From an optimization exercise on the open Yosys and OpenROAD flow, aimed at small area, a short achievable clock period and few clock cycles per item; shortcuts taken in it are not production practice. At most, simulation tests tie the RTL to the original design; equivalence was not proved. Function not checked in runs 1 to 4 and 6: the RTL went through the layout flow alone.

$ cat flow/flow/run.sh
#!/bin/bash
# Standard layout, with the port buffers made of buf_1 cells instead of the default.
set -euo pipefail
bash standard.sh "BUFFER_PORTS_ARGS=-buffer_cell sky130_fd_sc_hd__buf_1" finish > standard_flow.log 2>&1
$ cat flow/standard.sh
#!/bin/bash
# synth_recipe.tcl (not shown) runs the flow's synth.tcl, then flattens the netlist and writes it again
# the make line also repeats each setting of config.mk as NAME=value (left out here)
make -C /OpenROAD-flow-scripts/flow DESIGN_CONFIG=/design/flow/config.mk WORK_HOME=/design/flow/orfs CLKGATE_MAP_FILE= SYNTH_SCRIPT=/design/flow/synth_recipe.tcl "${@:-finish}"
$ cat flow/config.mk
export PLATFORM = sky130hd
export DESIGN_NAME = cordic_sqrt_seq
export DESIGN_NICKNAME = cordic_sqrt_seq
export VERILOG_FILES = /design/flow/design.v
export SDC_FILE = /design/flow/constraint.sdc
export NUM_CORES = 4
export LEC_CHECK = 0
export CAP_MARGIN = 20
export CORE_MARGIN = 2
export CORE_UTILIZATION = 40
export CTS_BUF_LIST = sky130_fd_sc_hd__clkbuf_8
export SETUP_SLACK_MARGIN = 2.1
export SLEW_MARGIN = 20
$ cat flow/constraint.sdc
create_clock -name core_clock -period 6.0 [get_ports {clk}]
set_input_delay 1.2000 -clock core_clock [delete_from_list [all_inputs] [get_ports {clk}]]
set_output_delay 1.2000 -clock core_clock [all_outputs]
set_load 0.01 [all_outputs]
$ cat flow/design.v
module mult(
 clk,
 rstx,
 mcand_is_signed,
 mlier_is_signed,
 start,
 mcand,
 mlier,
 prod,
 busy
);
parameter BW_CNT = 3,    
          BW_MCAND = 3,
          BW_MLIER = 4;
input                          clk;
input                          rstx;
input                          mcand_is_signed;
input                          mlier_is_signed;
input                          start;
input           [BW_MCAND-1:0] mcand;
input           [BW_MLIER-1:0] mlier;
output [BW_MCAND+BW_MLIER-1:0] prod;
output                         busy;
reg [BW_CNT-1:0] cnt;
wire cnt_eq_0 = (cnt == {BW_CNT{1'b0}});
always @(posedge clk or negedge rstx)
  if (~rstx)         cnt <= {BW_CNT{1'b0}};
  else if (start)    cnt <= BW_MLIER;
  else if (cnt_eq_0) cnt <= {BW_CNT{1'b0}};
  else               cnt <= cnt - {{(BW_CNT-1){1'b0}}, 1'd1};
wire cnt_eq_1 = (cnt == {{(BW_CNT-1){1'b0}}, 1'd1});
assign busy = ~cnt_eq_0;
wire last_stage_1 = cnt_eq_1 & mlier_is_signed;
reg [BW_MCAND+BW_MLIER-1:0] prod;
wire [BW_MCAND-1:0] prod1 = (prod[0] ? mcand : {BW_MCAND{1'b0}});
wire [BW_MCAND:0] sum = {   cnt_eq_1
                          ? mcand_is_signed | mlier_is_signed
                          : 1'b0
                        , prod[BW_MCAND+BW_MLIER-1:BW_MLIER] }
                      + { 1'b0
                        ,   {BW_MCAND{last_stage_1}}
                          ^ { prod1[BW_MCAND-1] ^ mcand_is_signed
                            , prod1[BW_MCAND-2:0] } }
                      + {{BW_MCAND{1'b0}}, last_stage_1};
always @(posedge clk or negedge rstx)
  if (~rstx)          prod <= {(BW_MCAND+BW_MLIER){1'b0}};
  else if (start)     prod <= {mcand_is_signed, {(BW_MCAND-1){1'b0}}, mlier};
  else if (~cnt_eq_0) prod <= {sum, prod[BW_MLIER-1:1]};
endmodule
module cordic_sqrt_seq (
 input         rstx,
 input         clk,
 input         start,
 input  [15:0] din,
 output        busy,
 output [15:0] dout
);
reg  [4:0] cnt;
wire [4:0] ncnt = start ? 5'd1 :
                  ((cnt == 5'd17) || (cnt == 5'd0)) ? 5'd0 : cnt + 5'd1;
always @(posedge clk or negedge rstx)
  if (!rstx) cnt <= 5'd0;
  else       cnt <= ncnt;
assign busy = (cnt != 5'd0);
reg [7:0] selx_n;   
reg [7:0] sely_n;   
reg       mm_n;     
reg       cord_n;   
reg       yx_n;     
always @(*) begin
  sely_n = 8'b00000001;
  case (ncnt)
  5'd1: sely_n = 8'b00000001;
  5'd2: sely_n = 8'b00000010;
  5'd3: sely_n = 8'b00000100;
  5'd4: sely_n = 8'b00001000;
  5'd5: sely_n = 8'b00001000;
  5'd6: sely_n = 8'b00010000;
  5'd7: sely_n = 8'b00100000;
  5'd8: sely_n = 8'b01000000;
  5'd9: sely_n = 8'b10000000;
  default: sely_n = 8'b00000001;
  endcase
  mm_n = 1'b0;
  case (ncnt)
  5'd10: begin selx_n = 8'b00000001; mm_n = 1'b0; end
  5'd11: begin selx_n = 8'b00000100; mm_n = 1'b1; end
  5'd12: begin selx_n = 8'b00001000; mm_n = 1'b1; end
  5'd13: begin selx_n = 8'b00000100; mm_n = 1'b0; end
  5'd14: begin selx_n = 8'b00000010; mm_n = 1'b0; end
  5'd15: begin selx_n = 8'b00000010; mm_n = 1'b1; end
  5'd16: begin selx_n = 8'b00000010; mm_n = 1'b1; end
  5'd17: begin selx_n = 8'b00000010; mm_n = 1'b0; end
  default: selx_n = sely_n;
  endcase
  cord_n = (ncnt != 5'd0) && (ncnt <= 5'd9);
  yx_n   = (ncnt >= 5'd9);
end
reg [7:0] selx, sely;
reg       cord, yx, rnd;
always @(posedge clk) begin
  selx <= selx_n;
  sely <= sely_n;
  cord <= cord_n;
  yx   <= yx_n;
  rnd  <= (ncnt == 5'd11);
end
reg  [20:0] X;
reg  [20:0] Y;
wire [28:0] yext = {{8{Y[20]}}, Y};
wire [28:0] xext = {8'd0, X};
reg  [20:0] ysh, xsh;
integer i, k;
always @(*) begin
  for (i = 0; i < 21; i = i + 1) begin
    ysh[i] = 1'b0;
    xsh[i] = 1'b0;
    for (k = 0; k < 8; k = k + 1) begin
      ysh[i] = ysh[i] | (selx[k] & yext[i + k + 1]);
      xsh[i] = xsh[i] | (sely[k] & xext[i + k + 1]);
    end
  end
  ysh[18] = ysh[18] | rnd;
end
reg         mx, cx, my;
wire [20:0] xsum;
wire [19:0] ysum;
pfx_add #(.W(21)) u_xadd (.a(X), .b(ysh ^ {21{mx}}), .ci(cx), .s(xsum));
pfx_add #(.W(20)) u_yadd (.a(Y[19:0]), .b(xsh[19:0] ^ {20{my}}), .ci(my), .s(ysum));
wire [20:0] x0 = {{1'b0, din} + 17'h02000, 4'd0};
wire [20:0] y0 = {{1'b0, din} - 17'h02000, 4'd0};
wire        ny_pos = start ? ~y0[20] : busy ? ~(yx ? xsum[20] : ysum[19]) : ~Y[20];
always @(posedge clk) begin
  mx <= cord_n ? ny_pos : mm_n;
  cx <= cord_n & ny_pos;
  my <= ny_pos;
end
always @(posedge clk)
  if (start) begin
    X <= x0;
    Y <= y0;
  end else if (busy) begin
    if (cord) X <= xsum;
    Y <= yx ? xsum : {ysum[19], ysum};
  end
assign dout = Y[19:4];
endmodule
module pfx_add #(parameter W = 21) (
 input  [W-1:0] a,
 input  [W-1:0] b,
 input          ci,
 output [W-1:0] s
);
wire [W-1:0] p0 = a ^ b;
reg  [W:0]   g, p, gn, pn;
integer i, d;
always @(*) begin
  g = {a & b, ci};
  p = {p0, 1'b0};
  for (d = 1; d < W + 1; d = d * 2) begin
    gn = g;
    pn = p;
    for (i = d; i < W + 1; i = i + 1) begin
      gn[i] = g[i] | (p[i] & g[i - d]);
      pn[i] = p[i] & p[i - d];
    end
    g = gn;
    p = pn;
  end
end
assign s = p0 ^ g[W-1:0];
endmodule
==> results.sh, run 1 <==
export IMPL_dr_max_layer_used="met4"
export IMPL_num_antenna_cells=0
export IMPL_r2r_cells=13
export IMPL_die_y_um=135
export IMPL_ff2ff_setup_slack_ns=2.26
export IMPL_r2r_start="Y[14]$_DFFE_PP_"
export IMPL_synth_nets=907
export IMPL_syn_inst=843
export IMPL_drt_pass1_iterations=6
export IMPL_fin_skew_ns=0.0167
export IMPL_worstSetupPathType="reg2reg"
export IMPL_synth_seq_cells=69
export IMPL_finalMaxSlewViolations=0
export IMPL_cts_buffer_depth=2
export IMPL_max_freq_mhz=267
export IMPL_arrival_ns=3.90
export IMPL_synth_simple_area_share=0.160
export IMPL_rsz0062_at_grt="yes"
export IMPL_min_period_ns=3.74
export IMPL_hold_path_class="reg2reg"
export IMPL_ys_flop_type="edfxtp_1"
export IMPL_syn_avg_cell_area_um2=8.13
export IMPL_totalWireLength_um=23100
export IMPL_critPathRequiredTime_ns=6.16
export IMPL_rows=47
export IMPL_io_buffers=35
export IMPL_gp_congestion=0.922
export IMPL_numClockSinks=69
export IMPL_final_cell_count_no_fill=1054
export IMPL_dp_cells=1022
export IMPL_endpoint_kind="register"
export IMPL_cts_root_buf="clkbuf_8"
export IMPL_design_core_area_um2=16600
export IMPL_finalSetupViolCount=0
export IMPL_drive_gt1_frac=0.0923
export IMPL_overflow=0
export IMPL_io_pins=36
export IMPL_cap_violations=0
export IMPL_die_w_um=135
export IMPL_synth_yosys_warnings=3
export IMPL_hpwl_um=16600
export IMPL_wl_met3_um=2340
export IMPL_htreeDepth=3
export IMPL_ctsHoldBuffers=0
export IMPL_seq_area_um2=1770
export IMPL_cts_made_buffers=9
export IMPL_holdCritStartpoint="Y[0]$_SDFFE_PP0N_"
export IMPL_clkLatencyLatePin_ns=0.40
export IMPL_via_per_inst=6.59
export IMPL_grt_max_degree=27
export IMPL_wl_met1_um=10100
export IMPL_final_hold_violation_count=0
export IMPL_synth_mux_area_frac=0.0113
export IMPL_via_count=6941
export IMPL_syn2layout_area_growth_pct=6.50
export IMPL_finalNetCount=893
export IMPL_wl_met2_um=10200
export IMPL_drc=0
export IMPL_setup_ws_ns=2.26
export IMPL_ant_nets=0
export IMPL_design_area_um2=7300
export IMPL_ys_seq_area_frac=0.255
export IMPL_hold_depth=2
export IMPL_tightest_slew_ns=1.02
export IMPL_cts_tree="built"
export IMPL_start_util=0.412
export IMPL_synth_area_um2=6860
export IMPL_drtIter0Drc=1216
export IMPL_critPathLaunchType="register"
export IMPL_grt_pass1_wl_um=35500
export IMPL_antenna_found_initial=0
export IMPL_grt_pass1_vias=6131
export IMPL_synth_compound_gate_area_share=0.319
export IMPL_synth_top_family_by_area="compound AO/OA/AOI/OAI gates"
export IMPL_cp_max_fo=6
export IMPL_finalCritPeriodShare=0.623
export IMPL_cp_slowest_stage_delay_ns=0.53
export IMPL_wire_per_inst_um=21.9
export IMPL_grt_use_total=0.253
export IMPL_r2r_end="Y[20]$_DFFE_PP_"
export IMPL_slowest_stage="edfxtp_1"
export IMPL_cp_common_cell="or3_1"
export IMPL_dieArea_um2=18200
export IMPL_worstHoldEndpoint="Y[0]$_SDFFE_PP0N_"
export IMPL_synth_async_reset_ratio=0.0725
export IMPL_n_fill_cell=1688
export IMPL_synth_xor_area_frac=0.102
export IMPL_synth_adder_area_share=0.0832
export IMPL_multi_input_area_um2=4660
export IMPL_status="complete, no violations"
export IMPL_pre_cts_slack_ns=2.02
export IMPL_placed_cell_area_um2=6940
export IMPL_path_cells="buf_4 > a22oi_1 > nand4_1 > xor2_1 > ha_1 > a211oi_1 > nand2_1 > or3_1 > a21oi_2 > nor2_1 > o221ai_1 > mux2i_2 > or3_1"
export IMPL_synth_cell_types=69
export IMPL_cts_clk_slew_worst_paths_ns=0.10
export IMPL_synth_edf_count=34
export IMPL_max_slew_margin=0.319
export IMPL_fin_tns_setup_ns=0
## routing by layer
metal  GRT usage  vias up
met1       0.360     3291
met3      0.0405       35
met4      0.0918        0
met2       0.386      416
met5           0        -
li1            -     3199
## synth_stat cells (24+ instances only)
cell | number | area share
a22oi_1 | 117 | 0.13
dfxtp_1 | 30 | 0.088
nand2_1 | 60 | 0.033
a21oi_1 | 33 | 0.024
inv_1 | 24 | 0.013
ha_1 | 44 | 0.080
clkbuf_1 | 46 | 0.025
nand4_1 | 33 | 0.030
o21ai_0 | 54 | 0.039
edfxtp_1 | 34 | 0.15
nor2_1 | 48 | 0.026
xor2_1 | 49 | 0.063
xnor2_1 | 27 | 0.034
## worst max-delay path by stage
stage / depth (start not counted) / start / to
final: 13 / Y[14]$_DFFE_PP_ / Y[20]$_DFFE_PP_
after global routing: 10 / my$_DFF_P_ / Y[18]$_DFFE_PP_
after CTS: 13 / Y[14]$_DFFE_PP_ / Y[19]$_DFFE_PP_
after detailed placement: 13 / selx[0]$_DFF_P_ / Y[19]$_DFFE_PP_
after global placement: 12 / selx[0]$_DFF_P_ / Y[20]$_DFFE_PP_
after floorplan: 13 / my$_DFF_P_ / Y[20]$_DFFE_PP_
## stage by stage
step	util	hold slack, ns
2_1_floorplan	-	0.459
3_3_place_gp	0.417	0.507
3_5_place_dp	0.417	0.510
4_1_cts	0.430	0.523
5_1_grt	0.439	0.570
6_report	0.439	0.531
## critical path, delay by kind of cell, from the launching register on
family | cells | cell delay [ns]
adder cells (fa/ha/maj) | 1 | 0.38
AO/OA/AOI/OAI | 4 | 1.00
XOR/XNOR | 1 | 0.20
flip-flops | 1 | 0.53
AND/OR/NAND/NOR | 5 | 1.04
buffers and inverters | 1 | 0.20
multiplexers | 1 | 0.15
## registers in the layout, indices dropped and copies added (netlist names), 5 cells and up
| signal | flops |
|---|---|
| X | 21 |
| Y | 21 |
| cnt | 5 |
| selx | 8 |
| sely | 8 |
## cells by family after synthesis
group           after synthesis
fa+ha+maj                    45
compound gates              311
mux                           7
flops                        69
simple gates                223
buf+inv                     110
xor+xnor                     78
## cell usage in the layout, fill, tap and decap left out, types with 8 or more instances in the layout
cell type	netlist	routed
clkbuf_8	0	9
o21a_1	8	8
xnor2_1	27	27
a31oi_1	8	8
dfxtp_2	0	16
nor3_1	22	22
buf_4	17	24
xor2_1	49	49
nand2_1	60	60
dfxtp_1	30	14
nor2_1	48	48
a22o_1	9	9
buf_1	18	35
edfxtp_1	34	34
ha_1	44	43
a21oi_1	33	31
inv_1	24	24
or3_1	10	10
nand4_1	33	33
nand3_1	18	18
a22oi_1	117	117
a21o_1	9	9
o21ai_0	54	54
## final cells by class
type | count | share of cell area
flip-flops and latches | 69 | 0.242
multi-input cells | 664 | 0.638
clock buffers | 9 | 0.0170
repair buffers | 59 | 0.0427
well taps | 220 | 0.0377
clock inverters | 7 | 0.00942
inverters | 26 | 0.0134
## timing repair
item / CTS / global route
setup buffers: 2 / 14
gates cloned: 0 / 0
endpoints found under the hold margin: 0 / 0
resized for setup: 5 / 18
setup endpoints to repair: 6 / 13
==> inputs of run 2 (changes only) <==
--- a/flow/design.v
+++ b/flow/design.v
@@ -123,13 +123,12 @@
   ysh[18] = ysh[18] | rnd;
 end
 reg         mx, cx, my;
-wire [20:0] xsum;
-wire [19:0] ysum;
+wire [20:0] xsum, ysum;
 pfx_add #(.W(21)) u_xadd (.a(X), .b(ysh ^ {21{mx}}), .ci(cx), .s(xsum));
-pfx_add #(.W(20)) u_yadd (.a(Y[19:0]), .b(xsh[19:0] ^ {20{my}}), .ci(my), .s(ysum));
+pfx_add #(.W(21)) u_yadd (.a(Y), .b(xsh ^ {21{my}}), .ci(my), .s(ysum));
 wire [20:0] x0 = {{1'b0, din} + 17'h02000, 4'd0};
 wire [20:0] y0 = {{1'b0, din} - 17'h02000, 4'd0};
-wire        ny_pos = start ? ~y0[20] : busy ? ~(yx ? xsum[20] : ysum[19]) : ~Y[20];
+wire        ny_pos = start ? ~y0[20] : busy ? ~(yx ? xsum[20] : ysum[20]) : ~Y[20];
 always @(posedge clk) begin
   mx <= cord_n ? ny_pos : mm_n;
   cx <= cord_n & ny_pos;
@@ -141,7 +140,7 @@
     Y <= y0;
   end else if (busy) begin
     if (cord) X <= xsum;
-    Y <= yx ? xsum : {ysum[19], ysum};
+    Y <= yx ? xsum : ysum;
   end
 assign dout = Y[19:4];
 endmodule
@@ -157,16 +156,32 @@
 always @(*) begin
   g = {a & b, ci};
   p = {p0, 1'b0};
-  for (d = 1; d < W + 1; d = d * 2) begin
+  gn = g;
+  pn = p;
+  for (i = 1; i < W + 1; i = i + 2) begin
+    gn[i] = g[i] | (p[i] & g[i - 1]);
+    pn[i] = p[i] & p[i - 1];
+  end
+  g = gn;
+  p = pn;
+  for (d = 2; d < W + 1; d = d * 2) begin
     gn = g;
     pn = p;
-    for (i = d; i < W + 1; i = i + 1) begin
+    for (i = d + 1; i < W + 1; i = i + 2) begin
       gn[i] = g[i] | (p[i] & g[i - d]);
       pn[i] = p[i] & p[i - d];
     end
     g = gn;
     p = pn;
   end
+  gn = g;
+  pn = p;
+  for (i = 2; i < W + 1; i = i + 2) begin
+    gn[i] = g[i] | (p[i] & g[i - 1]);
+    pn[i] = p[i] & p[i - 1];
+  end
+  g = gn;
+  p = pn;
 end
 assign s = p0 ^ g[W-1:0];
 endmodule
--- a/flow/config.mk
+++ b/flow/config.mk
@@ -9,5 +9,5 @@
 export CORE_MARGIN = 2
 export CORE_UTILIZATION = 40
 export CTS_BUF_LIST = sky130_fd_sc_hd__clkbuf_8
-export SETUP_SLACK_MARGIN = 2.1
+export SETUP_SLACK_MARGIN = 2.2
 export SLEW_MARGIN = 20
==> run 2 against run 1 <==
Non-clock buffer count is 47 higher. Critical endpoint is now mx$_DFF_P_. Register-to-register slack got worse by 0.59 ns. Synthesized cell count fell by 12%. Sequential share of layout area decreased by 0.54 points. Clock-buffer cell count stayed put. First-iteration DRC count is 30% lower.
==> results.sh, run 2 <==
export IMPL_totalWireLength_um=22600
export IMPL_numClockSinks=69
export IMPL_gp_congestion=0.961
export IMPL_num_antenna_cells=0
export IMPL_clkLatencyLatePin_ns=0.40
export IMPL_die_y_um=131
export IMPL_synth_async_reset_ratio=0.0725
export IMPL_dp_cells=918
export IMPL_drive_gt1_frac=0.190
export IMPL_drtIter0Drc=851
export IMPL_netlist_top_cells_count="a22oi_1, nand2_1, xor2_1, clkbuf_1"
export IMPL_yosysTopAreaCell="edfxtp_1"
export IMPL_design_area_um2=7460
export IMPL_fin_util=0.471
export IMPL_min_period_ns=4.33
export IMPL_critPathRequiredTime_ns=6.28
export IMPL_htreeDepth=3
export IMPL_synth_nets=821
export IMPL_cts_clk_slew_worst_paths_ns=0.09
export IMPL_syn_avg_cell_area_um2=8.71
export IMPL_synth_area_leaders="edfxtp_1, a22oi_1, dfxtp_1"
export IMPL_final_cell_count_no_fill=995
export IMPL_finalMaxSlewViolations=0
export IMPL_rsz0062_at_grt="yes"
export IMPL_synth_cell_types=52
export IMPL_cts_tree="built"
export IMPL_grt_pass1_vias=5863
export IMPL_ys_seq_area_frac=0.271
export IMPL_finalNetCount=855
export IMPL_start_util=0.407
export IMPL_via_per_inst=6.35
export IMPL_final_common_cell="a22oi_1"
export IMPL_timing_hold_ws_ns=0.496
export IMPL_io_pins=36
export IMPL_n_fill_cell=1537
export IMPL_finalSetupViolCount=0
export IMPL_yosys_area_top_type_share=0.158
export IMPL_cp_slowest_stage_delay_ns=0.54
export IMPL_fin_tns_setup_ns=0
export IMPL_drc=0
export IMPL_cts_made_buffers=9
export IMPL_cts_root_buf="clkbuf_8"
export IMPL_status="complete, no violations"
export IMPL_cp_max_fo=6
export IMPL_grt_use_total=0.257
export IMPL_endpoint_kind="register"
export IMPL_setup_ws_ns=1.67
export IMPL_worstSetupPathType="reg2reg"
export IMPL_synth_area_um2=6440
export IMPL_grt_max_degree=35
export IMPL_path_cells="a22oi_1 > nand4_1 > xor2_1 > ha_1 > a211oi_4 > nand4_1 > mux2i_4 > nor3_4 > nor4_2 > o21ai_2 > fa_2 > xor2_1 > xnor2_1 > or3_1 > o211ai_2 > a221oi_2 > or3_1"
export IMPL_reg_top3="X: 21 flops, Y: 21 flops"
export IMPL_slowest_stage="edfxtp_1"
export IMPL_syn2layout_area_growth_pct=15.7
export IMPL_tightest_slew_ns=1.05
export IMPL_grt_pass1_wl_um=33200
export IMPL_hpwl_um=15100
export IMPL_critPathLaunchType="register"
export IMPL_cap_violations=0
export IMPL_final_cell_mix="a22oi_1, nand2_1, buf_4"
export IMPL_final_hold_violation_count=0
export IMPL_yosysMostFrequentCell="a22oi_1"
export IMPL_synth_edf_count=34
export IMPL_hold_path_class="reg2reg"
export IMPL_rows=46
export IMPL_pre_cts_slack_ns=1.25
export IMPL_drt_pass1_iterations=8
export IMPL_die_w_um=131
export IMPL_cp_num_buf_inv=0
export IMPL_wire_per_inst_um=22.7
export IMPL_placed_cell_area_um2=6550
export IMPL_dieArea_um2=17100
export IMPL_crit_family="simple AND/OR/NAND/NOR gates"
export IMPL_ys_flop_type="edfxtp_1"
export IMPL_syn_inst=740
export IMPL_fin_skew_ns=0.0199
export IMPL_cts_buffer_depth=2
export IMPL_arrival_ns=4.60
export IMPL_synth_seq_cells=69
export IMPL_max_slew_margin=0.302
export IMPL_design_core_area_um2=15800
export IMPL_io_buffers=35
export IMPL_antenna_found_initial=0
export IMPL_synth_yosys_warnings=2
export IMPL_finalCritPeriodShare=0.721
export IMPL_via_count=6318
export IMPL_overflow=0
export IMPL_ant_nets=0
export IMPL_max_freq_mhz=231
## run 2: changes by cell type in the layout (fill, tap and decap cells not counted), sizes merged, moves of 8 or more
cell	delta
fa	+20
nand2	+12
nor2	-24
mux2i	+8
nor3	-9
o21ai	-17
buf	+46
## run 2: area by class of cell
class	instances	area [um^2]	share of cell area
clock inverter	7	63.8	0.00856
tap	216	270	0.0362
multi-input combinational	567	4480	0.600
timing repair buffer	106	682	0.0914
sequential	69	1760	0.237
clock buffer	9	124	0.0166
inverter	21	78.8	0.0106
## run 2: repair_timing
item,4_1_cts,5_1_grt
endpoints found under the setup margin,16,17
hold buffers,0,0
gates resized for setup,19,51
pin swaps,10,28
setup buffers,23,38
## run 2: cells by family after synthesis
family,synth area share
multiplexers,0.0221
AND/OR/NAND/NOR,0.143
buffers and inverters,0.0711
AO/OA/AOI/OAI,0.254
XOR/XNOR,0.0932
flip-flops,0.271
adder cells (fa/ha/maj),0.145
## run 2: final timing paths
path,depth (start not counted),slack (ns),endpoint,start
worst max-delay path,17,1.67,mx$_DFF_P_,X[10]$_DFFE_PP_
worst min register to register,2,0.50,Y[0]$_SDFFE_PP0N_,Y[0]$_SDFFE_PP0N_
max in group asynchronous,1,5.16,cnt[0]$_DFF_PN0_,rstx
worst min-delay path,2,0.50,Y[0]$_SDFFE_PP0N_,Y[0]$_SDFFE_PP0N_
min in group asynchronous,1,0.63,cnt[2]$_DFF_PN0_,rstx
worst max register to register,17,1.67,mx$_DFF_P_,X[10]$_DFFE_PP_
## run 2: worst reg2reg max path: cells and delay by family, from the launching register on
family / cells / cell delay, ns
AND/OR/NAND/NOR: 6 / 1.36
AO/OA/AOI/OAI: 5 / 0.80
adder cells (fa/ha/maj): 2 / 0.71
flip-flops: 1 / 0.54
XOR/XNOR: 3 / 0.51
multiplexers: 1 / 0.29
## run 2: routing by layer
metal,GRT usage,wire [um],up-vias
met3,0.0497,1990,71
li1,-,-,2806
met4,0.0907,735,0
met5,0,0,-
met2,0.419,10500,410
met1,0.341,9340,3031
==> inputs of run 3 (changes only) <==
--- a/flow/design.v
+++ b/flow/design.v
@@ -151,37 +151,21 @@
  output [W-1:0] s
 );
 wire [W-1:0] p0 = a ^ b;
-reg  [W:0]   g, p, gn, pn;
+reg  [W:0]   g, p;
 integer i, d;
 always @(*) begin
   g = {a & b, ci};
   p = {p0, 1'b0};
-  gn = g;
-  pn = p;
-  for (i = 1; i < W + 1; i = i + 2) begin
-    gn[i] = g[i] | (p[i] & g[i - 1]);
-    pn[i] = p[i] & p[i - 1];
-  end
-  g = gn;
-  p = pn;
-  for (d = 2; d < W + 1; d = d * 2) begin
-    gn = g;
-    pn = p;
-    for (i = d + 1; i < W + 1; i = i + 2) begin
-      gn[i] = g[i] | (p[i] & g[i - d]);
-      pn[i] = p[i] & p[i - d];
+  for (d = 1; d < W + 1; d = d * 2)
+    for (i = 2 * d - 1; i < W + 1; i = i + 2 * d) begin
+      g[i] = g[i] | (p[i] & g[i - d]);
+      p[i] = p[i] & p[i - d];
     end
-    g = gn;
-    p = pn;
-  end
-  gn = g;
-  pn = p;
-  for (i = 2; i < W + 1; i = i + 2) begin
-    gn[i] = g[i] | (p[i] & g[i - 1]);
-    pn[i] = p[i] & p[i - 1];
-  end
-  g = gn;
-  p = pn;
+  for (d = 16; d >= 1; d = d / 2)
+    for (i = 3 * d - 1; i < W + 1; i = i + 2 * d) begin
+      g[i] = g[i] | (p[i] & g[i - d]);
+      p[i] = p[i] & p[i - d];
+    end
 end
 assign s = p0 ^ g[W-1:0];
 endmodule
==> run 3 against run 2 <==
Clock-buffer cell count unchanged. Non-clock buffer count increased by 19. Synthesized cell count decreased by 0.41%. Die area up 2.1%. Critical path depth decreased by 3. Cell count is 0.70% higher. Clock skew fell by 0.0075 ns. First-iteration DRC count grew 12%. Register-to-register slack improved by 0.30 ns. Critical endpoint is now Y[20]$_DFFE_PP_.
==> results.sh, run 3 <==
export IMPL_fin_skew_ns=0.0124
export IMPL_yosysMostFrequentCell="a22oi_1"
export IMPL_grt_pass1_wl_um=34400
export IMPL_die_w_um=132
export IMPL_synth_async_reset_ratio=0.0725
export IMPL_rows=46
export IMPL_yosys_area_top_type_share=0.155
export IMPL_finalCritPeriodShare=0.672
export IMPL_hold_path_class="reg2reg"
export IMPL_numClockSinks=69
export IMPL_wire_per_inst_um=22.6
export IMPL_reg_top3="X: 21 flops, Y: 21 flops"
export IMPL_io_pins=36
export IMPL_drive_gt1_frac=0.267
export IMPL_io_buffers=35
export IMPL_setup_ws_ns=1.97
export IMPL_rsz0062_at_grt="yes"
export IMPL_synth_nets=818
export IMPL_ys_seq_area_frac=0.265
export IMPL_worstSetupPathType="reg2reg"
export IMPL_via_per_inst=6.32
export IMPL_final_hold_violation_count=0
export IMPL_drtIter0Drc=956
export IMPL_ys_flop_type="edfxtp_1"
export IMPL_cts_clk_slew_worst_paths_ns=0.09
export IMPL_finalNetCount=862
export IMPL_finalSetupViolCount=0
export IMPL_ant_nets=0
export IMPL_arrival_ns=4.18
export IMPL_cts_made_buffers=9
export IMPL_syn_inst=737
export IMPL_clkLatencyLatePin_ns=0.39
export IMPL_synth_cell_types=73
export IMPL_synth_seq_cells=69
export IMPL_grt_max_degree=38
export IMPL_cts_buffer_depth=2
export IMPL_syn2layout_area_growth_pct=20.0
export IMPL_max_slew_margin=0.256
export IMPL_multi_input_area_um2=4710
export IMPL_min_period_ns=4.03
export IMPL_grt_pass1_vias=6100
export IMPL_grt_use_total=0.252
export IMPL_final_cell_mix="a22oi_1, buf_4, nand2_1"
export IMPL_via_count=6333
export IMPL_status="complete, no violations"
export IMPL_design_core_area_um2=16000
export IMPL_dieArea_um2=17500
export IMPL_cts_root_buf="clkbuf_8"
export IMPL_timing_hold_ws_ns=0.550
export IMPL_htreeDepth=3
export IMPL_pre_cts_slack_ns=1.60
export IMPL_endpoint_kind="register"
export IMPL_syn_avg_cell_area_um2=8.93
export IMPL_die_y_um=132
export IMPL_critPathLaunchType="register"
export IMPL_drc=0
export IMPL_overflow=0
export IMPL_n_fill_cell=1513
export IMPL_tightest_slew_ns=1.12
export IMPL_num_antenna_cells=0
export IMPL_cap_violations=0
export IMPL_antenna_found_initial=0
export IMPL_hpwl_um=14800
export IMPL_cp_max_fo=6
export IMPL_final_common_cell="a22oi_1"
export IMPL_critPathRequiredTime_ns=6.15
export IMPL_totalWireLength_um=22700
export IMPL_seq_area_um2=1770
export IMPL_ctsHoldBuffers=0
export IMPL_fin_tns_setup_ns=0
export IMPL_yosysTopAreaCell="edfxtp_1"
export IMPL_synth_area_um2=6580
export IMPL_synth_edf_count=34
export IMPL_netlist_top_cells_count="a22oi_1, nand2_1, xor2_1, clkbuf_1, ha_1"
export IMPL_gp_congestion=0.936
export IMPL_synth_area_leaders="edfxtp_1, a22oi_1, dfxtp_1"
export IMPL_finalMaxSlewViolations=0
export IMPL_synth_yosys_warnings=2
export IMPL_start_util=0.411
export IMPL_cts_tree="built"
export IMPL_max_freq_mhz=248
export IMPL_drt_pass1_iterations=8
==> run 3: cell count changes after synthesis, sizes merged, moves of 4 or more <==
| cell | change |
|---|---|
| o22ai | -4 |
| nand3 | -4 |
| a21oi | -5 |
| nor2b | -7 |
| xnor2 | -5 |
| buf | +6 |
| nand4 | -4 |
| xor2 | +7 |
| o31ai | +5 |
==> run 3: through the flow <==
step | instances | utilization | area, um^2
2_1_floorplan | 737 | - | 6680
3_3_place_gp | 899 | 0.413 | 6610
3_5_place_dp | 899 | 0.413 | 6610
4_1_cts | 982 | 0.472 | 7550
5_1_grt | 1002 | 0.494 | 7900
6_report | 1002 | 0.494 | 7900
==> run 3: final cells by class <==
| type | count | share of cell area |
|---|---|---|
| Multi-Input combinational cell | 557 | 0.596 |
| Clock inverter | 7 | 0.0128 |
| Timing Repair Buffer | 125 | 0.108 |
| Clock buffer | 9 | 0.0157 |
| Tap cell | 216 | 0.0342 |
| Sequential cell | 69 | 0.224 |
| Inverter | 19 | 0.00903 |
==> run 3: worst paths after layout <==
| check | start | endpoint | slack, ns | cells past startpoint |
|---|---|---|---|---|
| max | Y[11]$_DFFE_PP_ | Y[20]$_DFFE_PP_ | 1.97 | 14 |
| min | Y[0]$_SDFFE_PP0N_ | Y[0]$_SDFFE_PP0N_ | 0.55 | 2 |
| max reg2reg | Y[11]$_DFFE_PP_ | Y[20]$_DFFE_PP_ | 1.97 | 14 |
| min reg2reg | Y[0]$_SDFFE_PP0N_ | Y[0]$_SDFFE_PP0N_ | 0.55 | 2 |
| max in group asynchronous | rstx | cnt[0]$_DFF_PN0_ | 5.13 | 1 |
| min in group asynchronous | rstx | cnt[3]$_DFF_PN0_ | 0.66 | 1 |
==> run 3: kinds of logic after synthesis <==
group,synth area share
AO/OA/AOI/OAI,0.266
AND/OR/NAND/NOR,0.133
buffers and inverters,0.0776
XOR/XNOR,0.0990
flip-flops,0.265
adder cells (fa/ha/maj),0.142
multiplexers,0.0177
==> run 3: timing repair <==
action | 4_1_cts | 5_1_grt
pin swaps | 18 | 42
hold endpoints to repair | 0 | 0
setup endpoints to repair | 22 | 21
setup buffers | 67 | 20
resized for setup | 46 | 50
==> run 3: metal layers <==
layer  wire [um]  vias to the layer above  track usage
met5           0                        -            0
met4        1170                        0        0.135
met3        1750                       73       0.0577
met2       10600                      368        0.409
met1        9100                     3072        0.312
li1            -                     2820            -
==> run 3: critical path, cell delays in order, from the launching register on <==
cell	delay, ns
edfxtp_1	0.56
buf_4	0.24
a22oi_1	0.19
nand4_1	0.13
xor2_1	0.41
ha_1	0.33
and3_1	0.21
a31oi_4	0.24
o31ai_4	0.11
a31o_2	0.26
fa_2	0.36
xor2_1	0.17
xnor3_1	0.30
nor2_4	0.06
or2_1	0.22
==> inputs of run 4 (changes only) <==
--- a/flow/design.v
+++ b/flow/design.v
@@ -96,9 +96,15 @@
   cord_n = (ncnt != 5'd0) && (ncnt <= 5'd9);
   yx_n   = (ncnt >= 5'd9);
 end
-reg [7:0] selx, sely;
+reg [7:0] gex_n;
+integer m;
+always @(*)
+  for (m = 0; m < 8; m = m + 1)
+    gex_n[m] = |(selx_n >> m);
+reg [7:0] selx, sely, gex;
 reg       cord, yx, rnd;
 always @(posedge clk) begin
+  gex  <= gex_n;
   selx <= selx_n;
   sely <= sely_n;
   cord <= cord_n;
@@ -107,7 +113,6 @@
 end
 reg  [20:0] X;
 reg  [20:0] Y;
-wire [28:0] yext = {{8{Y[20]}}, Y};
 wire [28:0] xext = {8'd0, X};
 reg  [20:0] ysh, xsh;
 integer i, k;
@@ -116,9 +121,14 @@
     ysh[i] = 1'b0;
     xsh[i] = 1'b0;
     for (k = 0; k < 8; k = k + 1) begin
-      ysh[i] = ysh[i] | (selx[k] & yext[i + k + 1]);
+      if (i + k + 1 < 20)
+        ysh[i] = ysh[i] | (selx[k] & Y[i + k + 1]);
       xsh[i] = xsh[i] | (sely[k] & xext[i + k + 1]);
     end
+    if (i == 20)
+      ysh[i] = ysh[i] | (gex[0] & Y[20]);
+    else if (i >= 12)
+      ysh[i] = ysh[i] | (gex[19 - i] & Y[20]);
   end
   ysh[18] = ysh[18] | rnd;
 end
@@ -151,21 +161,21 @@
  output [W-1:0] s
 );
 wire [W-1:0] p0 = a ^ b;
-reg  [W:0]   g, p;
+reg  [W:0]   g, p, gn, pn;
 integer i, d;
 always @(*) begin
   g = {a & b, ci};
   p = {p0, 1'b0};
-  for (d = 1; d < W + 1; d = d * 2)
-    for (i = 2 * d - 1; i < W + 1; i = i + 2 * d) begin
-      g[i] = g[i] | (p[i] & g[i - d]);
-      p[i] = p[i] & p[i - d];
+  for (d = 1; d < W + 1; d = d * 2) begin
+    gn = g;
+    pn = p;
+    for (i = d; i < W + 1; i = i + 1) begin
+      gn[i] = g[i] | (p[i] & g[i - d]);
+      pn[i] = p[i] & p[i - d];
     end
-  for (d = 16; d >= 1; d = d / 2)
-    for (i = 3 * d - 1; i < W + 1; i = i + 2 * d) begin
-      g[i] = g[i] | (p[i] & g[i - d]);
-      p[i] = p[i] & p[i - d];
-    end
+    g = gn;
+    p = pn;
+  end
 end
 assign s = p0 ^ g[W-1:0];
 endmodule
==> run 4 against run 3 <==
Global-route usage decreased by 0.73 points. Worst setup slack improved by 0.31 ns. Maximum frequency increased by 8.3%. Synthesized cell count increased by 12%. Clock skew increased by 0.0037 ns. Die area increased by 4.0%. Clock-buffer cell count unchanged. Sequential share of layout area increased by 2.6 points. First-iteration DRC count increased by 35%. Critical path type unchanged.
==> results.sh, run 4 <==
export IMPL_finalSetupViolCount=0
export IMPL_numClockSinks=76
export IMPL_antenna_found_initial=0
export IMPL_reg_top3="X: 21 flops, Y: 21 flops"
export IMPL_io_pins=36
export IMPL_rows=47
export IMPL_via_per_inst=6.38
export IMPL_final_cell_count_no_fill=1072
export IMPL_drc=0
export IMPL_totalWireLength_um=22800
export IMPL_max_freq_mhz=269
export IMPL_syn_inst=822
export IMPL_die_w_um=135
export IMPL_synth_cell_types=71
export IMPL_r2r_end="Y[20]$_DFFE_PP_"
export IMPL_grt_use_total=0.245
export IMPL_fin_skew_ns=0.0161
export IMPL_synth_area_um2=6850
export IMPL_dp_cells=997
export IMPL_endpoint_kind="register"
export IMPL_ant_nets=0
export IMPL_overflow=0
export IMPL_yosysMostFrequentCell="a22oi_1"
export IMPL_cap_violations=0
export IMPL_drt_pass1_iterations=6
export IMPL_arrival_ns=3.81
export IMPL_pre_cts_slack_ns=1.93
export IMPL_critPathRequiredTime_ns=6.09
export IMPL_cts_tree="built"
export IMPL_r2r_start="Y[16]$_DFFE_PP_"
export IMPL_drtIter0Drc=1294
export IMPL_cts_root_buf="clkbuf_8"
export IMPL_num_antenna_cells=0
export IMPL_gp_congestion=0.931
export IMPL_grt_pass1_vias=5954
export IMPL_synth_seq_cells=76
export IMPL_grt_max_degree=27
export IMPL_timing_hold_ws_ns=0.509
export IMPL_cts_made_buffers=9
export IMPL_via_count=6839
export IMPL_syn2layout_area_growth_pct=11.3
export IMPL_yosys_area_top_type_share=0.149
export IMPL_fin_tns_setup_ns=0
export IMPL_holdCritStartpoint="Y[0]$_SDFFE_PP0N_"
export IMPL_placed_cell_area_um2=6900
export IMPL_synth_async_reset_ratio=0.0658
export IMPL_final_hold_violation_count=0
export IMPL_cts_buffer_depth=2
export IMPL_max_slew_margin=0.339
export IMPL_ys_flop_type="dfxtp_1"
export IMPL_htreeDepth=3
export IMPL_hpwl_um=16600
export IMPL_synth_edf_count=34
export IMPL_dieArea_um2=18200
export IMPL_design_area_um2=7630
export IMPL_syn_avg_cell_area_um2=8.34
export IMPL_cp_slowest_stage_delay_ns=0.58
export IMPL_io_buffers=35
export IMPL_yosysTopAreaCell="edfxtp_1"
export IMPL_r2r_cells=11
export IMPL_worstSetupPathType="reg2reg"
export IMPL_drive_gt1_frac=0.140
export IMPL_status="complete, no violations"
export IMPL_hold_path_class="reg2reg"
export IMPL_synth_nets=887
export IMPL_wire_per_inst_um=21.3
export IMPL_finalNetCount=912
export IMPL_synth_area_leaders="edfxtp_1, a22oi_1, dfxtp_1"
export IMPL_crit_family="compound AO/OA/AOI/OAI gates"
export IMPL_grt_pass1_wl_um=34000
export IMPL_synth_yosys_warnings=2
export IMPL_clkLatencyLatePin_ns=0.38
export IMPL_tightest_slew_ns=0.992
export IMPL_cp_max_fo=7
export IMPL_netlist_top_cells_count="a22oi_1, nand2_1, xor2_1, clkbuf_1"
export IMPL_finalCritPeriodShare=0.620
export IMPL_critPathLaunchType="register"
export IMPL_hold_depth=2
export IMPL_setup_ws_ns=2.28
export IMPL_final_common_cell="a22oi_1"
export IMPL_die_y_um=135
export IMPL_finalMaxSlewViolations=0
export IMPL_worstHoldEndpoint="Y[0]$_SDFFE_PP0N_"
export IMPL_path_cells="a222oi_1 > nand3_1 > xor2_1 > ha_1 > a211oi_2 > nor2_1 > or4_1 > a221o_1 > a21oi_2 > xnor2_1 > a221o_2"
export IMPL_design_core_area_um2=16600
export IMPL_ys_seq_area_frac=0.275
export IMPL_cp_num_buf_inv=0
export IMPL_start_util=0.412
export IMPL_ctsHoldBuffers=0
export IMPL_ff2ff_setup_slack_ns=2.28
export IMPL_slowest_stage="edfxtp_1"
export IMPL_min_period_ns=3.72
export IMPL_fin_util=0.458
export IMPL_rsz0062_at_grt="yes"
export IMPL_final_cell_mix="a22oi_1, buf_4, nand2_1"
export IMPL_cts_clk_slew_worst_paths_ns=0.09
-- run 4: kinds of logic after synthesis --
| kind of cell | after synthesis | share of synthesized area |
|---|---|---|
| muxes | 3 | 0.00475 |
| adders and majority gates | 46 | 0.0851 |
| buffers and inverters | 109 | 0.0707 |
| DFF | 76 | 0.275 |
| and+or+nand+nor | 200 | 0.143 |
| xor gates and xnor gates | 88 | 0.112 |
| other | 1 | 0.000547 |
| AOI/OAI and AO/OA | 299 | 0.309 |
-- run 4: how the worst max path moves through the flow --
stage,startpoint,slack (ns),end,cells after the start
global placement,selx[0]$_DFF_P_,1.95,Y[19]$_DFFE_PP_,13
CTS,X[6]$_DFFE_PP_,2.22,Y[20]$_DFFE_PP_,11
floorplan,mx$_DFF_P_,2.44,Y[19]$_DFFE_PP_,12
detailed placement,selx[0]$_DFF_P_,1.93,Y[19]$_DFFE_PP_,13
finish,Y[16]$_DFFE_PP_,2.28,Y[20]$_DFFE_PP_,11
global route,X[10]$_DFFE_PP_,2.17,Y[20]$_DFFE_PP_,12
-- run 4: tightest hold or removal path, stage by stage, from the launching register on --
cell	delay [ns]
dfxtp_1	0.35
nand2_1	0.07
a21oi_1	0.05
-- run 4: what timing repair did --
item / 4_1_cts / 5_1_grt
pin swaps: 0 / 10
resized for setup: 11 / 14
endpoints found under the setup margin: 6 / 11
gates cloned: 0 / 0
setup buffers: 0 / 59
-- run 4: per-layer routing --
| metal | track usage | part of all wire |
|---|---|---|
| met5 | 0 | 0 |
| met4 | 0.112 | 0.036 |
| met3 | 0.0323 | 0.096 |
| met2 | 0.368 | 0.44 |
| met1 | 0.348 | 0.43 |
-- run 4: layout make-up --
class                           count  area [um^2]
Tap cell                          220          275
Inverter                           25         93.8
Multi-Input combinational cell    637         4530
Clock inverter                      7         97.6
Timing Repair Buffer               98          604
Sequential cell                    76         1910
Fill cell                        1641         9010
Clock buffer                        9          124
==> inputs of run 5 (changes only) <==
--- a/flow/design.v
+++ b/flow/design.v
@@ -96,15 +96,9 @@
   cord_n = (ncnt != 5'd0) && (ncnt <= 5'd9);
   yx_n   = (ncnt >= 5'd9);
 end
-reg [7:0] gex_n;
-integer m;
-always @(*)
-  for (m = 0; m < 8; m = m + 1)
-    gex_n[m] = |(selx_n >> m);
-reg [7:0] selx, sely, gex;
+reg [7:0] selx, sely;
 reg       cord, yx, rnd;
 always @(posedge clk) begin
-  gex  <= gex_n;
   selx <= selx_n;
   sely <= sely_n;
   cord <= cord_n;
@@ -113,6 +107,7 @@
 end
 reg  [20:0] X;
 reg  [20:0] Y;
+wire [28:0] yext = {{8{Y[20]}}, Y};
 wire [28:0] xext = {8'd0, X};
 reg  [20:0] ysh, xsh;
 integer i, k;
@@ -121,14 +116,9 @@
     ysh[i] = 1'b0;
     xsh[i] = 1'b0;
     for (k = 0; k < 8; k = k + 1) begin
-      if (i + k + 1 < 20)
-        ysh[i] = ysh[i] | (selx[k] & Y[i + k + 1]);
+      ysh[i] = ysh[i] | (selx[k] & yext[i + k + 1]);
       xsh[i] = xsh[i] | (sely[k] & xext[i + k + 1]);
     end
-    if (i == 20)
-      ysh[i] = ysh[i] | (gex[0] & Y[20]);
-    else if (i >= 12)
-      ysh[i] = ysh[i] | (gex[19 - i] & Y[20]);
   end
   ysh[18] = ysh[18] | rnd;
 end
==> flow/flow/run.sh (replaced) <==
#!/bin/bash
# Standard layout, with the port buffers made of buf_1 cells instead of the
# default, and timing repair without gate cloning.
set -euo pipefail
bash standard.sh "BUFFER_PORTS_ARGS=-buffer_cell sky130_fd_sc_hd__buf_1" "SKIP_GATE_CLONING=1" finish > standard_flow.log 2>&1
--- a/flow/config.mk
+++ b/flow/config.mk
@@ -9,5 +9,5 @@
 export CORE_MARGIN = 2
 export CORE_UTILIZATION = 40
 export CTS_BUF_LIST = sky130_fd_sc_hd__clkbuf_8
-export SETUP_SLACK_MARGIN = 2.2
+export SETUP_SLACK_MARGIN = 2.3
 export SLEW_MARGIN = 20
==> run 5 against run 4 <==
Still clean. Routed wire length decreased by 1.8%. Clock skew decreased by 0.0053 ns. Cell count decreased by 1.9%. Worst hold slack got worse by 0.0025 ns. Non-clock buffer count decreased by 17. Via count decreased by 2.3%. Die area decreased by 1.4%. Clock-buffer cell count increased by 1. Worst setup slack improved by 0.094 ns. Critical path depth increased by 3. Critical path type unchanged. Largest cell class unchanged.
==> results.sh, run 5 <==
export IMPL_critPathLaunchType="register"
export IMPL_grt_max_degree=21
export IMPL_numClockSinks=69
export IMPL_critPathRequiredTime_ns=6.11
export IMPL_totalWireLength_um=22400
export IMPL_synth_yosys_warnings=2
export IMPL_synth_edf_count=34
export IMPL_worstSetupStartpoint="Y[8]$_DFFE_PP_"
export IMPL_syn_inst=819
export IMPL_ys_seq_area_frac=0.259
export IMPL_ff2ff_setup_slack_ns=2.37
export IMPL_cp_max_fo=6
export IMPL_pre_cts_slack_ns=2.07
export IMPL_yosysMostFrequentCell="a22oi_1"
export IMPL_via_count=6681
export IMPL_final_cell_count_no_fill=1052
export IMPL_cap_violations=0
export IMPL_wire_per_inst_um=21.3
export IMPL_fin_skew_ns=0.0107
export IMPL_cp_slowest_stage_delay_ns=0.52
export IMPL_synth_area_leaders="edfxtp_1, a22oi_1, dfxtp_1"
export IMPL_yosys_area_top_type_share=0.151
export IMPL_final_common_cell="a22oi_1"
export IMPL_io_buffers=35
export IMPL_htreeDepth=3
export IMPL_cp_common_cell="a21o_1"
export IMPL_r2r_end="Y[20]$_DFFE_PP_"
export IMPL_cts_buffer_depth=2
export IMPL_final_cell_mix="a22oi_1, nand2_1, xor2_1"
export IMPL_rows=47
export IMPL_finalMaxSlewViolations=0
export IMPL_max_slew_margin=0.380
export IMPL_setup_ws_ns=2.37
export IMPL_synth_area_um2=6750
export IMPL_netlist_top_cells_count="a22oi_1, nand2_1, xor2_1, a21oi_1, clkbuf_1"
export IMPL_drtIter0Drc=959
export IMPL_overflow=0
export IMPL_reg_top3="X: 21 flops, Y: 21 flops"
export IMPL_syn_avg_cell_area_um2=8.24
export IMPL_grt_use_met1=0.320
export IMPL_synth_seq_cells=69
export IMPL_drive_gt1_frac=0.130
export IMPL_slowest_stage="edfxtp_1"
export IMPL_fin_tns_setup_ns=0
export IMPL_final_hold_violation_count=0
export IMPL_io_pins=36
export IMPL_hold_path_class="reg2reg"
export IMPL_path_cells="buf_2 > buf_4 > a22oi_1 > nand4_1 > xor2_1 > ha_1 > a21o_1 > a21o_1 > a21o_1 > a2111oi_4 > buf_4 > a211oi_2 > o211ai_1 > or3b_4"
export IMPL_rsz0062_at_grt="yes"
export IMPL_ys_flop_type="edfxtp_1"
export IMPL_synth_async_reset_ratio=0.0725
export IMPL_use_met2=0.412
export IMPL_endpoint_kind="register"
export IMPL_crit_path_end="Y[20]$_DFFE_PP_"
export IMPL_syn2layout_area_growth_pct=9.54
export IMPL_clkLatencyLatePin_ns=0.38
export IMPL_arrival_ns=3.74
export IMPL_finalSetupViolCount=0
export IMPL_gp_congestion=0.928
export IMPL_cp_num_buf_inv=3
export IMPL_cts_root_buf="clkbuf_8"
export IMPL_cts_clk_slew_worst_paths_ns=0.08
export IMPL_grt_use_total=0.245
export IMPL_dp_cells=993
export IMPL_dieArea_um2=17900
export IMPL_crit_family="compound AO/OA/AOI/OAI gates"
export IMPL_drt_pass1_iterations=7
export IMPL_yosysTopAreaCell="edfxtp_1"
export IMPL_min_period_ns=3.63
export IMPL_synth_nets=884
export IMPL_die_y_um=134
export IMPL_finalNetCount=892
export IMPL_status="complete, no violations"
export IMPL_r2r_start="Y[8]$_DFFE_PP_"
export IMPL_via_per_inst=6.35
export IMPL_antenna_found_initial=0
export IMPL_tightest_slew_ns=0.925
export IMPL_max_freq_mhz=276
export IMPL_grt_busiest_layer="met2"
export IMPL_ant_nets=0
export IMPL_synth_cell_types=69
export IMPL_hold_depth=2
export IMPL_die_w_um=134
export IMPL_cts_tree="built"
export IMPL_design_core_area_um2=16500
export IMPL_num_antenna_cells=0
export IMPL_r2r_cells=14
export IMPL_start_util=0.409
export IMPL_drc=0
export IMPL_grt_pass1_vias=6091
export IMPL_worstSetupPathType="reg2reg"
export IMPL_hpwl_um=16400
export IMPL_grt_use_met3=0.0370
export IMPL_finalCritPeriodShare=0.604
export IMPL_cp_num_cells=14
export IMPL_grt_pass1_wl_um=34100
export IMPL_cts_made_buffers=9
-- run 5: cell types whose count changed after synthesis, moves of 4 or more --
cell / delta
a21o_1: +13
a21oi_1: +4
buf_1: +9
buf_2: -8
dfxtp_1: -7
inv_1: -7
nor2_1: +6
nor3_1: -6
o21ai_0: +7
-- run 5: metrics by stage --
step | hold slack (ns) | instance area [um^2] | util
detailed placement | 0.490 | 6810 | 0.412
floorplan | 0.459 | 6750 | -
global route | 0.525 | 7400 | 0.448
global placement | 0.485 | 6810 | 0.412
CTS | 0.501 | 7010 | 0.424
finish | 0.506 | 7400 | 0.448
-- run 5: cell type report --
| cell class | count | area, um^2 |
|---|---|---|
| Inverter | 19 | 71.3 |
| Clock inverter | 6 | 33.8 |
| Multi-Input combinational cell | 647 | 4640 |
| Sequential cell | 69 | 1770 |
| Tap cell | 220 | 275 |
| Fill cell | 1654 | 9130 |
| Timing Repair Buffer | 81 | 469 |
| Clock buffer | 10 | 138 |
-- run 5: kinds of logic after synthesis --
family,Yosys count,share of synthesized area
xor gates and xnor gates,88,0.116
adders and majority gates,46,0.0864
muxes,5,0.00760
and+or+nand+nor,194,0.139
AOI/OAI and AO/OA,314,0.326
DFF,69,0.259
buffers and inverters,103,0.0663
-- run 5: worst register-to-register path, delay by kind of cell (launching register included) --
family	cells	cell delay, ns
AO/OA/AOI/OAI	7	1.24
adder cells (fa/ha/maj)	1	0.26
AND/OR/NAND/NOR	2	0.58
flip-flops	1	0.52
XOR/XNOR	1	0.18
buffers and inverters	3	0.57
-- run 5: timing repair --
item	4_1_cts	5_1_grt
pin swaps	0	4
hold buffers	0	0
setup endpoints to repair	10	19
gates resized for setup	10	30
setup buffers	0	43
-- run 5: worst min path at each step --
stage / start / to / slack (ns)
3_5_place_dp: Y[0]$_SDFFE_PP0N_ / Y[0]$_SDFFE_PP0N_ / 0.49
3_3_place_gp: Y[0]$_SDFFE_PP0N_ / Y[0]$_SDFFE_PP0N_ / 0.48
6_report: Y[0]$_SDFFE_PP0N_ / Y[0]$_SDFFE_PP0N_ / 0.51
5_1_grt: Y[0]$_SDFFE_PP0N_ / Y[0]$_SDFFE_PP0N_ / 0.53
2_1_floorplan: Y[0]$_SDFFE_PP0N_ / Y[0]$_SDFFE_PP0N_ / 0.46
4_1_cts: Y[0]$_SDFFE_PP0N_ / Y[0]$_SDFFE_PP0N_ / 0.50
-- run 5: metal layers --
layer	share of wire	vias to the layer above
met5	0	-
met2	0.48	345
met3	0.068	42
li1	-	3132
met4	0.027	0
met1	0.43	3162
Testbench counts of run 5, summed over its fixed seeds: cycles 144,000, items 8,000.
==> inputs of run 6 (changes only) <==
--- a/flow/design.v
+++ b/flow/design.v
@@ -62,47 +62,37 @@
   if (!rstx) cnt <= 5'd0;
   else       cnt <= ncnt;
 assign busy = (cnt != 5'd0);
-reg [7:0] selx_n;   
-reg [7:0] sely_n;   
+reg [7:0] sel_n;    
 reg       mm_n;     
-reg       cord_n;   
-reg       yx_n;     
 always @(*) begin
-  sely_n = 8'b00000001;
-  case (ncnt)
-  5'd1: sely_n = 8'b00000001;
-  5'd2: sely_n = 8'b00000010;
-  5'd3: sely_n = 8'b00000100;
-  5'd4: sely_n = 8'b00001000;
-  5'd5: sely_n = 8'b00001000;
-  5'd6: sely_n = 8'b00010000;
-  5'd7: sely_n = 8'b00100000;
-  5'd8: sely_n = 8'b01000000;
-  5'd9: sely_n = 8'b10000000;
-  default: sely_n = 8'b00000001;
-  endcase
   mm_n = 1'b0;
   case (ncnt)
-  5'd10: begin selx_n = 8'b00000001; mm_n = 1'b0; end
-  5'd11: begin selx_n = 8'b00000100; mm_n = 1'b1; end
-  5'd12: begin selx_n = 8'b00001000; mm_n = 1'b1; end
-  5'd13: begin selx_n = 8'b00000100; mm_n = 1'b0; end
-  5'd14: begin selx_n = 8'b00000010; mm_n = 1'b0; end
-  5'd15: begin selx_n = 8'b00000010; mm_n = 1'b1; end
-  5'd16: begin selx_n = 8'b00000010; mm_n = 1'b1; end
-  5'd17: begin selx_n = 8'b00000010; mm_n = 1'b0; end
-  default: selx_n = sely_n;
+  5'd2:  sel_n = 8'b00000010;
+  5'd3:  sel_n = 8'b00000100;
+  5'd4:  sel_n = 8'b00001000;
+  5'd5:  sel_n = 8'b00001000;
+  5'd6:  sel_n = 8'b00010000;
+  5'd7:  sel_n = 8'b00100000;
+  5'd8:  sel_n = 8'b01000000;
+  5'd9:  sel_n = 8'b10000000;
+  5'd10: begin sel_n = 8'b00000001; mm_n = 1'b0; end
+  5'd11: begin sel_n = 8'b00000100; mm_n = 1'b1; end
+  5'd12: begin sel_n = 8'b00001000; mm_n = 1'b1; end
+  5'd13: begin sel_n = 8'b00000100; mm_n = 1'b0; end
+  5'd14: begin sel_n = 8'b00000010; mm_n = 1'b0; end
+  5'd15: begin sel_n = 8'b00000010; mm_n = 1'b1; end
+  5'd16: begin sel_n = 8'b00000010; mm_n = 1'b1; end
+  5'd17: begin sel_n = 8'b00000010; mm_n = 1'b0; end
+  default: sel_n = 8'b00000001;
   endcase
-  cord_n = (ncnt != 5'd0) && (ncnt <= 5'd9);
-  yx_n   = (ncnt >= 5'd9);
 end
-reg [7:0] selx, sely;
+wire cord_n = (ncnt != 5'd0) && (ncnt <= 5'd9);
+reg [7:0] sel;
 reg       cord, yx, rnd;
 always @(posedge clk) begin
-  selx <= selx_n;
-  sely <= sely_n;
+  sel  <= sel_n;
   cord <= cord_n;
-  yx   <= yx_n;
+  yx   <= (ncnt >= 5'd9);
   rnd  <= (ncnt == 5'd11);
 end
 reg  [20:0] X;
@@ -116,8 +106,8 @@
     ysh[i] = 1'b0;
     xsh[i] = 1'b0;
     for (k = 0; k < 8; k = k + 1) begin
-      ysh[i] = ysh[i] | (selx[k] & yext[i + k + 1]);
-      xsh[i] = xsh[i] | (sely[k] & xext[i + k + 1]);
+      ysh[i] = ysh[i] | (sel[k] & yext[i + k + 1]);
+      xsh[i] = xsh[i] | (sel[k] & xext[i + k + 1]);
     end
   end
   ysh[18] = ysh[18] | rnd;
==> flow/run.sh (new file) <==
#!/bin/bash
# synth_recipe.tcl (not shown) runs the flow's synth.tcl, then flattens the netlist and writes it again
# the make line also repeats each setting of config.mk as NAME=value (left out here)
make -C /OpenROAD-flow-scripts/flow DESIGN_CONFIG=/design/flow/config.mk WORK_HOME=/design/flow/orfs CLKGATE_MAP_FILE= SYNTH_SCRIPT=/design/flow/synth_recipe.tcl finish
--- a/flow/config.mk
+++ b/flow/config.mk
@@ -8,6 +8,5 @@
 export CAP_MARGIN = 20
 export CORE_MARGIN = 2
 export CORE_UTILIZATION = 40
-export CTS_BUF_LIST = sky130_fd_sc_hd__clkbuf_8
 export SETUP_SLACK_MARGIN = 2.3
 export SLEW_MARGIN = 20
removed: flow/flow/run.sh
removed: flow/standard.sh
==> run 6 against run 5 <==
Register-to-register slack better by 0.03 ns. Worst hold slack better by 0.0066 ns. Area after synthesis is 0.35% higher. Clock-buffer cell count is 2 higher. Final area is 6.2% higher. Largest cell class unchanged.
==> results.sh, run 6 <==
export IMPL_endpoint_kind="register"
export IMPL_ant_nets=0
export IMPL_antenna_found_initial=0
export IMPL_grt_pass1_wl_um=34600
export IMPL_drt_pass1_iterations=8
export IMPL_grt_pass1_vias=6279
export IMPL_cp_max_fo=9
export IMPL_cts_root_buf="clkbuf_16"
export IMPL_gp_congestion=0.959
export IMPL_die_y_um=134
export IMPL_via_count=6941
export IMPL_via_per_inst=6.49
export IMPL_syn_inst=823
export IMPL_r2r_cells=13
export IMPL_pre_cts_slack_ns=1.82
export IMPL_final_common_cell="a22oi_1"
export IMPL_slowest_stage="edfxtp_1"
export IMPL_finalMaxSlewViolations=0
export IMPL_io_pins=36
export IMPL_netlist_top_cells_count="a22oi_1, nand2_1, xor2_1, ha_1"
export IMPL_grt_use_total=0.245
export IMPL_syn2layout_area_growth_pct=16.0
export IMPL_hpwl_um=16100
export IMPL_critPathRequiredTime_ns=6.10
export IMPL_r2r_end="Y[20]$_DFFE_PP_"
export IMPL_finalNetCount=913
export IMPL_fin_tns_setup_ns=0
export IMPL_drc=0
export IMPL_fin_util=0.474
export IMPL_critPathLaunchType="register"
export IMPL_cp_slowest_stage_delay_ns=0.56
export IMPL_hold_path_class="reg2reg"
export IMPL_syn_avg_cell_area_um2=8.23
export IMPL_ctsHoldBuffers=0
export IMPL_synth_async_reset_ratio=0.0820
export IMPL_final_cell_mix="a22oi_1, nand2_1, xor2_1"
export IMPL_max_slew_margin=0.369
export IMPL_final_cell_count_no_fill=1069
export IMPL_worstSetupPathType="reg2reg"
export IMPL_yosysTopAreaCell="edfxtp_1"
export IMPL_grt_max_degree=41
export IMPL_ys_seq_area_frac=0.234
export IMPL_overflow=0
export IMPL_synth_area_um2=6780
export IMPL_clkLatencyLatePin_ns=0.34
export IMPL_cts_buffer_depth=2
export IMPL_status="complete, no violations"
export IMPL_htreeDepth=3
export IMPL_finalSetupViolCount=0
export IMPL_final_hold_violation_count=0
export IMPL_synth_edf_count=34
export IMPL_fin_skew_ns=0.00723
export IMPL_setup_ws_ns=2.40
export IMPL_die_w_um=134
export IMPL_ff2ff_setup_slack_ns=2.40
export IMPL_io_buffers=35
export IMPL_yosysMostFrequentCell="a22oi_1"
export IMPL_worstSetupStartpoint="X[8]$_DFFE_PP_"
export IMPL_tightest_slew_ns=0.945
export IMPL_crit_path_end="Y[20]$_DFFE_PP_"
export IMPL_wire_per_inst_um=21.8
export IMPL_reg_top3="X: 21 flops, Y: 21 flops, sel: 8 flops"
export IMPL_cts_made_buffers=9
export IMPL_drtIter0Drc=1102
export IMPL_cts_tree="built"
export IMPL_drive_gt1_frac=0.146
export IMPL_yosys_area_top_type_share=0.151
export IMPL_path_cells="a22oi_2 > nand4_2 > xor2_1 > ha_1 > a21o_1 > a221oi_4 > o21ai_4 > a21oi_1 > o31a_1 > o21ai_2 > mux2i_1 > and3_4 > or2_1"
export IMPL_finalCritPeriodShare=0.600
export IMPL_start_util=0.409
export IMPL_cap_violations=0
export IMPL_max_freq_mhz=278
export IMPL_totalWireLength_um=23300
export IMPL_arrival_ns=3.70
export IMPL_crit_family="compound AO/OA/AOI/OAI gates"
export IMPL_r2r_start="X[8]$_DFFE_PP_"
export IMPL_synth_nets=892
export IMPL_design_core_area_um2=16600
export IMPL_ys_flop_type="edfxtp_1"
export IMPL_synth_seq_cells=61
export IMPL_cp_num_buf_inv=0
export IMPL_numClockSinks=61
export IMPL_rsz0062_at_grt="yes"
export IMPL_num_antenna_cells=0
export IMPL_synth_cell_types=74
export IMPL_cts_clk_slew_worst_paths_ns=0.06
export IMPL_dieArea_um2=18000
export IMPL_min_period_ns=3.60
export IMPL_cp_num_cells=13
export IMPL_rows=47
export IMPL_synth_yosys_warnings=2
export IMPL_dp_cells=1000
export IMPL_synth_area_leaders="edfxtp_1, a22oi_1, ha_1"
## run 6: worst register-to-register path, stage by stage, from the launching register on
cell and delay [ns]:
edfxtp_1 0.56, a22oi_2 0.27, nand4_2 0.20, xor2_1 0.19, ha_1 0.32, a21o_1 0.22
a221oi_4 0.30, o21ai_4 0.12, a21oi_1 0.19, o31a_1 0.31, o21ai_2 0.11, mux2i_1 0.17
and3_4 0.19, or2_1 0.22
## run 6: layout make-up
cell class,count,area [um^2]
well taps,220,275
clock buffers,12,258
flip-flops and latches,61,1610
clock inverters,4,30.0
fillers,1579,8730
multi-input cells,648,4740
inverters,27,104
repair buffers,97,840
## run 6: routing by layer
| metal | global-route usage | share of wire |
|---|---|---|
| met5 | 0 | 0 |
| met3 | 0.0374 | 0.094 |
| met4 | 0.0895 | 0.025 |
| met1 | 0.334 | 0.42 |
| met2 | 0.395 | 0.46 |
## run 6: per-stage QoR
step | instance area, um^2 | hold WS (ns)
floorplan | 6780 | 0.462
global placement | 7050 | 0.493
detailed placement | 7050 | 0.505
CTS | 7380 | 0.513
global route | 7860 | 0.525
finish | 7860 | 0.513
## run 6: kinds of logic after synthesis
family | after synthesis | share of synthesized area
simple gates | 198 | 0.143
fa+ha+maj | 50 | 0.0934
buf+inv | 114 | 0.0766
xor+xnor | 85 | 0.111
flops | 61 | 0.234
mux | 9 | 0.0146
compound gates | 306 | 0.328
## run 6: worst min-delay path by stage
stage	start	endpoint	depth (start not counted)
5_1_grt	Y[0]$_SDFFE_PP0N_	Y[0]$_SDFFE_PP0N_	2
2_1_floorplan	Y[0]$_SDFFE_PP0N_	Y[0]$_SDFFE_PP0N_	2
6_report	Y[0]$_SDFFE_PP0N_	Y[0]$_SDFFE_PP0N_	2
3_3_place_gp	Y[0]$_SDFFE_PP0N_	Y[0]$_SDFFE_PP0N_	2
3_5_place_dp	Y[0]$_SDFFE_PP0N_	Y[0]$_SDFFE_PP0N_	2
4_1_cts	Y[0]$_SDFFE_PP0N_	Y[0]$_SDFFE_PP0N_	2
## run 6: timing repair
| item | 4_1_cts | 5_1_grt |
|---|---|---|
| pin swaps | 0 | 12 |
| setup buffers | 2 | 51 |
| gates resized for setup | 14 | 20 |
| setup endpoints to repair | 24 | 13 |
| endpoints found under the hold margin | 0 | 0 |

==> what the ideal ports hide <==
No port has a modelled driver above. Below, the same layouts with a new extraction and two added sets of constraints.
Step 1 (the two cells are an assumption about what drives the block):
set clk [get_ports {clk}]
set_driving_cell -lib_cell sky130_fd_sc_hd__clkbuf_16 $clk
set_driving_cell -lib_cell sky130_fd_sc_hd__buf_2 [delete_from_list [all_inputs] $clk]
Step 2 times the ports against the registers' clock, not the clock port: input delays grow and output delays shrink by t, the midpoint of the rising clock arrivals with the driver on.
a / b / c = ideal ports / drivers / drivers and shift; a / b = the first two.
run	shift t [ns]	setup slack, ns	hold slack, ns	cell pins on the clock port's net
run 1	0.431	2.261 / 2.261 / 2.172	0.531 / 0.531 / 0.531	1
run 2	0.421	1.673 / 1.673 / 1.673	0.496 / 0.496 / 0.496	1
run 3	0.417	1.970 / 1.970 / 1.970	0.550 / 0.550 / 0.550	1
run 4	0.409	2.280 / 2.280 / 2.268	0.509 / 0.509 / 0.509	1
run 5	0.409	2.375 / 2.375 / 2.314	0.506 / 0.506 / 0.506	1
run 6	0.377	2.400 / 2.400 / 2.119	0.513 / 0.513 / 0.513	1
After both steps every run listed still meets setup and hold. The setup slack of run 6, which loses most, moves by 0.000 ns with the drivers and by -0.281 ns with both steps.
